Source: an optimization exercise on an open RTL-to-GDS flow (aim: small area). Production flows keep margins and buffers that such runs may drop.
The RTL was checked by simulation tests, not by an equivalence proof against the original design.
Power is estimated from default activity; no workload was simulated.

Setup of job 101:
==> flow/design.v <==
module security
		#(
			parameter	MAIN_MEM_ADDR = 14,
			parameter	CACHE_ADDR = 7,
			parameter 	PREG_PROTECT_LOW = 384,
			parameter 	PREG_PROTECT_HIGH = 767
		)
		(
			input clock,
			input reset,
			input [MAIN_MEM_ADDR-1:0]	mainmem_address,
			input [CACHE_ADDR-1:0]		cache_address,
			input 						MemoryAccess,
			input 						cache_hit,
			input 						cache_miss,
			output	reg					IRQ,
			output	wire				VVV_STATE
		);
localparam	NLINES = 2**CACHE_ADDR;
localparam	IDLE      = 3'b000,
			FIRST_A   = 3'b001,
			FIRST_V   = 3'b010,
			SECOND_VVH = 3'b011,
			SECOND_XAM = 3'b100,	 
			SECOND_AVM = 3'b101,
			ATTACK    = 3'b111;
assign VVV_STATE = 1'b0;
wire attack_space = (mainmem_address < PREG_PROTECT_LOW) | (mainmem_address > PREG_PROTECT_HIGH);
localparam	HI = CACHE_ADDR - CACHE_ADDR/2;
localparam	LO = CACHE_ADDR/2;
localparam	NAOI3 = NLINES / 3;
localparam	NAOI = (NLINES + 2) / 3;
wire [(2**HI)-1:0] rsel_n;
wire [(2**LO)-1:0] csel_n;
wire [NLINES-1:0]  sel;
wire [3*NLINES-1:0] REG_STATES_w;
wire [3*NAOI-1:0]  rd_n;
genvar gi, gj, gb;
generate
	for (gi = 0; gi < 2**HI; gi = gi + 1) begin : g_row
		assign rsel_n[gi] = ~((MemoryAccess & (cache_address[CACHE_ADDR-1:LO] == gi)) | reset);
	end
	for (gj = 0; gj < 2**LO; gj = gj + 1) begin : g_col
		assign csel_n[gj] = ~((cache_address[LO-1:0] == gj) | reset);
	end
	for (gi = 0; gi < 2**HI; gi = gi + 1) begin : g_sr
		for (gj = 0; gj < 2**LO; gj = gj + 1) begin : g_sc
			security_nor2 u_sel (.a(rsel_n[gi]), .b(csel_n[gj]), .y(sel[gi*(2**LO)+gj]));
		end
	end
	for (gb = 0; gb < 3; gb = gb + 1) begin : g_rb
		for (gi = 0; gi < NAOI3; gi = gi + 1) begin : g_ra
			security_aoi222 u_rd (
				.a1(sel[3*gi]),   .a2(REG_STATES_w[3*(3*gi)+gb]),
				.b1(sel[3*gi+1]), .b2(REG_STATES_w[3*(3*gi+1)+gb]),
				.c1(sel[3*gi+2]), .c2(REG_STATES_w[3*(3*gi+2)+gb]),
				.y(rd_n[gb*NAOI+gi]));
		end
		if (NLINES % 3 == 2) begin : g_r2
			security_aoi22 u_rd (
				.a1(sel[NLINES-2]), .a2(REG_STATES_w[3*(NLINES-2)+gb]),
				.b1(sel[NLINES-1]), .b2(REG_STATES_w[3*(NLINES-1)+gb]),
				.y(rd_n[gb*NAOI+NAOI3]));
		end
		if (NLINES % 3 == 1) begin : g_r1
			assign rd_n[gb*NAOI+NAOI3] = ~(sel[NLINES-1] & REG_STATES_w[3*(NLINES-1)+gb]);
		end
	end
endgenerate
reg [3*NLINES-1:0] REG_STATES;
assign REG_STATES_w = REG_STATES;
reg [2:0] state;
reg [2:0] next_state;
wire [2:0] d = reset ? IDLE : next_state;
always @* begin
	state[0] = ~&rd_n[0*NAOI +: NAOI];
	state[1] = ~&rd_n[1*NAOI +: NAOI];
	state[2] = ~&rd_n[2*NAOI +: NAOI];
end
generate
	for (gi = 0; gi < NLINES; gi = gi + 1) begin : g_line
		always @(posedge clock)
			if (sel[gi])
				REG_STATES[3*gi +: 3] <= d;
	end
endgenerate
always @* begin
	case (state)
	IDLE:       next_state = attack_space ? FIRST_A : FIRST_V;
	FIRST_A:    next_state = attack_space ? (cache_hit  ? SECOND_XAM : IDLE)
	                                      : (cache_miss ? SECOND_AVM : IDLE);
	FIRST_V:    next_state = attack_space ? (cache_miss ? SECOND_XAM : IDLE)
	                                      : (cache_hit  ? SECOND_VVH : IDLE);
	SECOND_VVH: next_state = (attack_space ? cache_miss : cache_hit) ? ATTACK : IDLE;
	SECOND_XAM: next_state = (!attack_space & cache_miss) ? ATTACK : IDLE;
	SECOND_AVM: next_state = (!attack_space | cache_miss) ? ATTACK : IDLE;
	default:    next_state = IDLE;
	endcase
end
always @(posedge clock, posedge reset)
	if (reset)
		IRQ <= 1'b0;
	else
		IRQ <= (next_state == ATTACK);
endmodule
module security_nor2 (input a, input b, output y);
assign y = ~(a | b);
endmodule
module security_aoi22 (input a1, input a2, input b1, input b2, output y);
assign y = ~((a1 & a2) | (b1 & b2));
endmodule
module security_aoi222 (input a1, input a2, input b1, input b2, input c1, input c2, output y);
assign y = ~((a1 & a2) | (b1 & b2) | (c1 & c2));
endmodule
Settings: LEC_CHECK=0, CAP_MARGIN=0, CORE_MARGIN=2, CORE_UTILIZATION=55, CTS_BUF_LIST=sky130_fd_sc_hd__clkbuf_8, CTS_CLUSTER_DIAMETER=50, CTS_CLUSTER_SIZE=16, GPL_TIMING_DRIVEN=0, SLEW_MARGIN=0, SYNTH_HIERARCHICAL=1, SYNTH_MINIMUM_KEEP_SIZE=0; clock period 6.0 ns.
standard.sh (not shown) runs the stock make flow with config.mk's settings and CLKGATE_MAP_FILE= SYNTH_SCRIPT=/design/flow/synth_recipe.tcl, a recipe that flattens the netlist after the stock synthesis.
==> flow/flow/run.sh <==
#!/bin/bash
# Own layout flow: the standard flow (standard.sh, standard synthesis unchanged) with
# - input/output port buffers of the smallest buffer cell (resized later by repair_design),
# - clock tree from clkbuf_8 cells without dummy loads,
# - power (area) recovery on paths with positive slack after global routing.
set -euo pipefail
export BUFFER_PORTS_ARGS="-buffer_cell sky130_fd_sc_hd__buf_1"
export CTS_ARGS="-sink_clustering_enable -repair_clock_nets -buf_list sky130_fd_sc_hd__clkbuf_8 -sink_clustering_size 18 -sink_clustering_max_diameter 50 -dont_use_dummy_load"
export RECOVER_POWER=100
bash standard.sh > standard_flow.log 2>&1
Relative to job 101, the following input files were edited for job 102:
# job 101
export LEC_CHECK = 0
export CAP_MARGIN = 0
export CORE_MARGIN = 2
export CORE_UTILIZATION = 55
export CTS_BUF_LIST = sky130_fd_sc_hd__clkbuf_8
export CTS_CLUSTER_DIAMETER = 50
export CTS_CLUSTER_SIZE = 16
export GPL_TIMING_DRIVEN = 0
export SLEW_MARGIN = 0
export SYNTH_HIERARCHICAL = 1
export SYNTH_MINIMUM_KEEP_SIZE = 0
create_clock -name core_clock -period 6.0 [get_ports {clock}]
# job 102
export LEC_CHECK = 0
export CAP_MARGIN = 10
export CORE_MARGIN = 2
export CORE_UTILIZATION = 55
export CTS_BUF_LIST = sky130_fd_sc_hd__clkbuf_8
export CTS_CLUSTER_DIAMETER = 50
export CTS_CLUSTER_SIZE = 16
export GPL_TIMING_DRIVEN = 0
export SLEW_MARGIN = 10
export SYNTH_HIERARCHICAL = 1
export SYNTH_MINIMUM_KEEP_SIZE = 0
create_clock -name core_clock -period 6.0 [get_ports {clock}]
==> flow/flow/run.sh <==
#!/bin/bash
# Own layout flow: the standard flow (standard.sh, standard synthesis unchanged) with
# - input/output port buffers of the smallest buffer cell (resized later by repair_design),
# - clock tree from clkbuf_16 cells without dummy loads,
# - power (area) recovery on paths with positive slack after global routing.
set -euo pipefail
export BUFFER_PORTS_ARGS="-buffer_cell sky130_fd_sc_hd__buf_1"
export CTS_ARGS="-sink_clustering_enable -repair_clock_nets -buf_list sky130_fd_sc_hd__clkbuf_16 -sink_clustering_size 30 -sink_clustering_max_diameter 80 -dont_use_dummy_load"
export RECOVER_POWER=100
bash standard.sh > standard_flow.log 2>&1
==> comparison <==
Between job 101 and job 102, cell count decreased.
Per the comparison of job 102 with job 101, final non-filler cell area down 0.44%, overall track demand over capacity in global routing flat, cell count after placement flat.
Re timing-limited maximum frequency: job 102 and job 101 aren't equal, and the lower value belongs to job 101.
Compared with job 101, job 102 shows a lower signed area change from the synthesized netlist to the final layout.
Changes observed in job 102 relative to job 101: total power after layout went up about 1%, sum of net half-perimeters after detailed placement down 0.95%, routed length per instance was more or less identical, clock latency of the later-clocked register in the worst-skew pair now smaller, shortest period the worst path allows lost 0.028 ns.
The inputs of job 103 differ from those of job 102 as listed below.
==> flow/flow/run.sh <==
#!/bin/bash
# Own layout flow: the standard flow (standard.sh, standard synthesis unchanged) with
# - input/output port buffers of the smallest buffer cell (resized later by repair_design),
# - clock tree from clkbuf_4 and clkbuf_8 cells without dummy loads,
# - power (area) recovery on paths with positive slack after global routing.
set -euo pipefail
export BUFFER_PORTS_ARGS="-buffer_cell sky130_fd_sc_hd__buf_1"
export CTS_ARGS="-sink_clustering_enable -repair_clock_nets -buf_list {sky130_fd_sc_hd__clkbuf_4 sky130_fd_sc_hd__clkbuf_8} -sink_clustering_size 8 -sink_clustering_max_diameter 40 -dont_use_dummy_load"
export RECOVER_POWER=100
bash standard.sh > standard_flow.log 2>&1
Notes after the runs:
The met1 routed wirelength after detailed routing in job 103 was higher than what job 102 gave. Against job 102 as the reference, job 103 delivers a lower sequential group share of total power. Between job 103 and job 102, the setup slack figures differ only marginally. Post-layout total power: higher on job 103. Compared with job 102, in job 103 design area increased about 2.3%, final routed wirelength across all metal layers increased 940 µm, proportion of power drawn by the clock network increased 6.0 points, sequential share of layout area decreased 1.7 points. Changes observed in job 103 relative to job 102: data required time of the worst path shows an increase of 0.13 ns; arrival time at the worst endpoint shows an increase of 0.14 ns.
#### Input delta (job 104 over job 103)
# job 103
export LEC_CHECK = 0
export CAP_MARGIN = 10
export CORE_MARGIN = 2
export CORE_UTILIZATION = 55
export CTS_BUF_LIST = sky130_fd_sc_hd__clkbuf_8
export CTS_CLUSTER_DIAMETER = 50
export CTS_CLUSTER_SIZE = 16
export GPL_TIMING_DRIVEN = 0
export SLEW_MARGIN = 10
export SYNTH_HIERARCHICAL = 1
export SYNTH_MINIMUM_KEEP_SIZE = 0
create_clock -name core_clock -period 6.0 [get_ports {clock}]
# job 104
export LEC_CHECK = 0
export CAP_MARGIN = 10
export CORE_MARGIN = 2
export CORE_UTILIZATION = 45
export CTS_BUF_LIST = sky130_fd_sc_hd__clkbuf_8
export CTS_CLUSTER_DIAMETER = 50
export CTS_CLUSTER_SIZE = 16
export GPL_TIMING_DRIVEN = 0
export SLEW_MARGIN = 10
export SYNTH_HIERARCHICAL = 1
export SYNTH_MINIMUM_KEEP_SIZE = 0
create_clock -name core_clock -period 6.0 [get_ports {clock}]
==> flow/flow/run.sh <==
#!/bin/bash
# Own layout flow: the standard flow (standard.sh, standard synthesis unchanged) with
# - input/output port buffers of the smallest buffer cell (resized later by repair_design),
# - clock tree from clkbuf_8 cells without dummy loads,
# - power (area) recovery on paths with positive slack after global routing.
set -euo pipefail
export BUFFER_PORTS_ARGS="-buffer_cell sky130_fd_sc_hd__buf_1"
export CTS_ARGS="-sink_clustering_enable -repair_clock_nets -buf_list sky130_fd_sc_hd__clkbuf_8 -sink_clustering_size 18 -sink_clustering_max_diameter 50 -dont_use_dummy_load"
export RECOVER_POWER=100
bash standard.sh > standard_flow.log 2>&1
==> comparison <==
- Job 104 vs job 103 — standard-cell row count climbed by more than 10%
- Job 104 vs job 103 on clock-buffer cell count: job 104 is the lower one.
- Re headroom to the max-slew limit: job 103 was lower than job 104.
- ~same via count in job 104 and job 103
- Clock skew: job 104 vs job 103 up 0.026 ns
- Higher sum of routed wire length over all layers goes to job 104 over job 103.
- On multi-input combinational cell area, job 104 and job 103 are basically level.
- On proportion of power drawn by the clock network, the lower figure sits with job 104, not job 103.
Inputs modified between job 104 and job 105:
# job 104
export LEC_CHECK = 0
export CAP_MARGIN = 10
export CORE_MARGIN = 2
export CORE_UTILIZATION = 45
export CTS_BUF_LIST = sky130_fd_sc_hd__clkbuf_8
export CTS_CLUSTER_DIAMETER = 50
export CTS_CLUSTER_SIZE = 16
export GPL_TIMING_DRIVEN = 0
export SLEW_MARGIN = 10
export SYNTH_HIERARCHICAL = 1
export SYNTH_MINIMUM_KEEP_SIZE = 0
create_clock -name core_clock -period 6.0 [get_ports {clock}]
# job 105
export LEC_CHECK = 0
export CAP_MARGIN = 5
export CORE_MARGIN = 2
export CORE_UTILIZATION = 55
export CTS_BUF_LIST = sky130_fd_sc_hd__clkbuf_8
export CTS_CLUSTER_DIAMETER = 50
export CTS_CLUSTER_SIZE = 16
export GPL_TIMING_DRIVEN = 0
export SLEW_MARGIN = 5
export SYNTH_HIERARCHICAL = 1
export SYNTH_MINIMUM_KEEP_SIZE = 0
create_clock -name core_clock -period 6.0 [get_ports {clock}]
==> comparison <==
- The synthesis-to-layout area growth in job 105 sits 1.1 points below the value recorded for job 104.
- Cmp job 105 vs job 104: aggregate global-route resource usage higher in job 105
- Against job 104, routed wire length in job 105 came out better.
- Against job 104, job 105 reports a first-iteration DRC count that is higher.

-- re-timing with driven ports --
The flow's constraints put no driver on any port. The routed layouts listed below were extracted and timed again, unchanged, in two steps. Step 1, drivers: a clkbuf_16 drives clock and a buf_2 each remaining input, both assumed. Step 2 times the ports against the registers' clock, not the clock port: input delays grow and output delays shrink by t, the midpoint of the rising clock arrivals with the driver on. Slacks: ideal ports / drivers / drivers and shift; pairs: ideal ports / drivers.
| run | t (ns) | slack for setup (ns) | worst data-port slew with drivers (ns) |
|---|---|---|---|
| job 101 | 0.618 | 0.215 / 0.210 / -0.408 | 0.09 |
| job 102 | 0.531 | 0.243 / 0.238 / -0.293 | 0.09 |
| job 103 | 0.609 | 0.243 / 0.234 / -0.375 | 0.10 |
| job 104 | 0.561 | 0.200 / 0.227 / -0.335 | 0.04 |
| job 105 | 0.617 | 0.245 / 0.241 / -0.376 | 0.09 |
Met with ideal ports but missed after step 2: setup timing in every run listed. For job 101, which loses most, drivers alone change the setup slack by -0.005 ns; drivers and shift together by -0.623 ns.
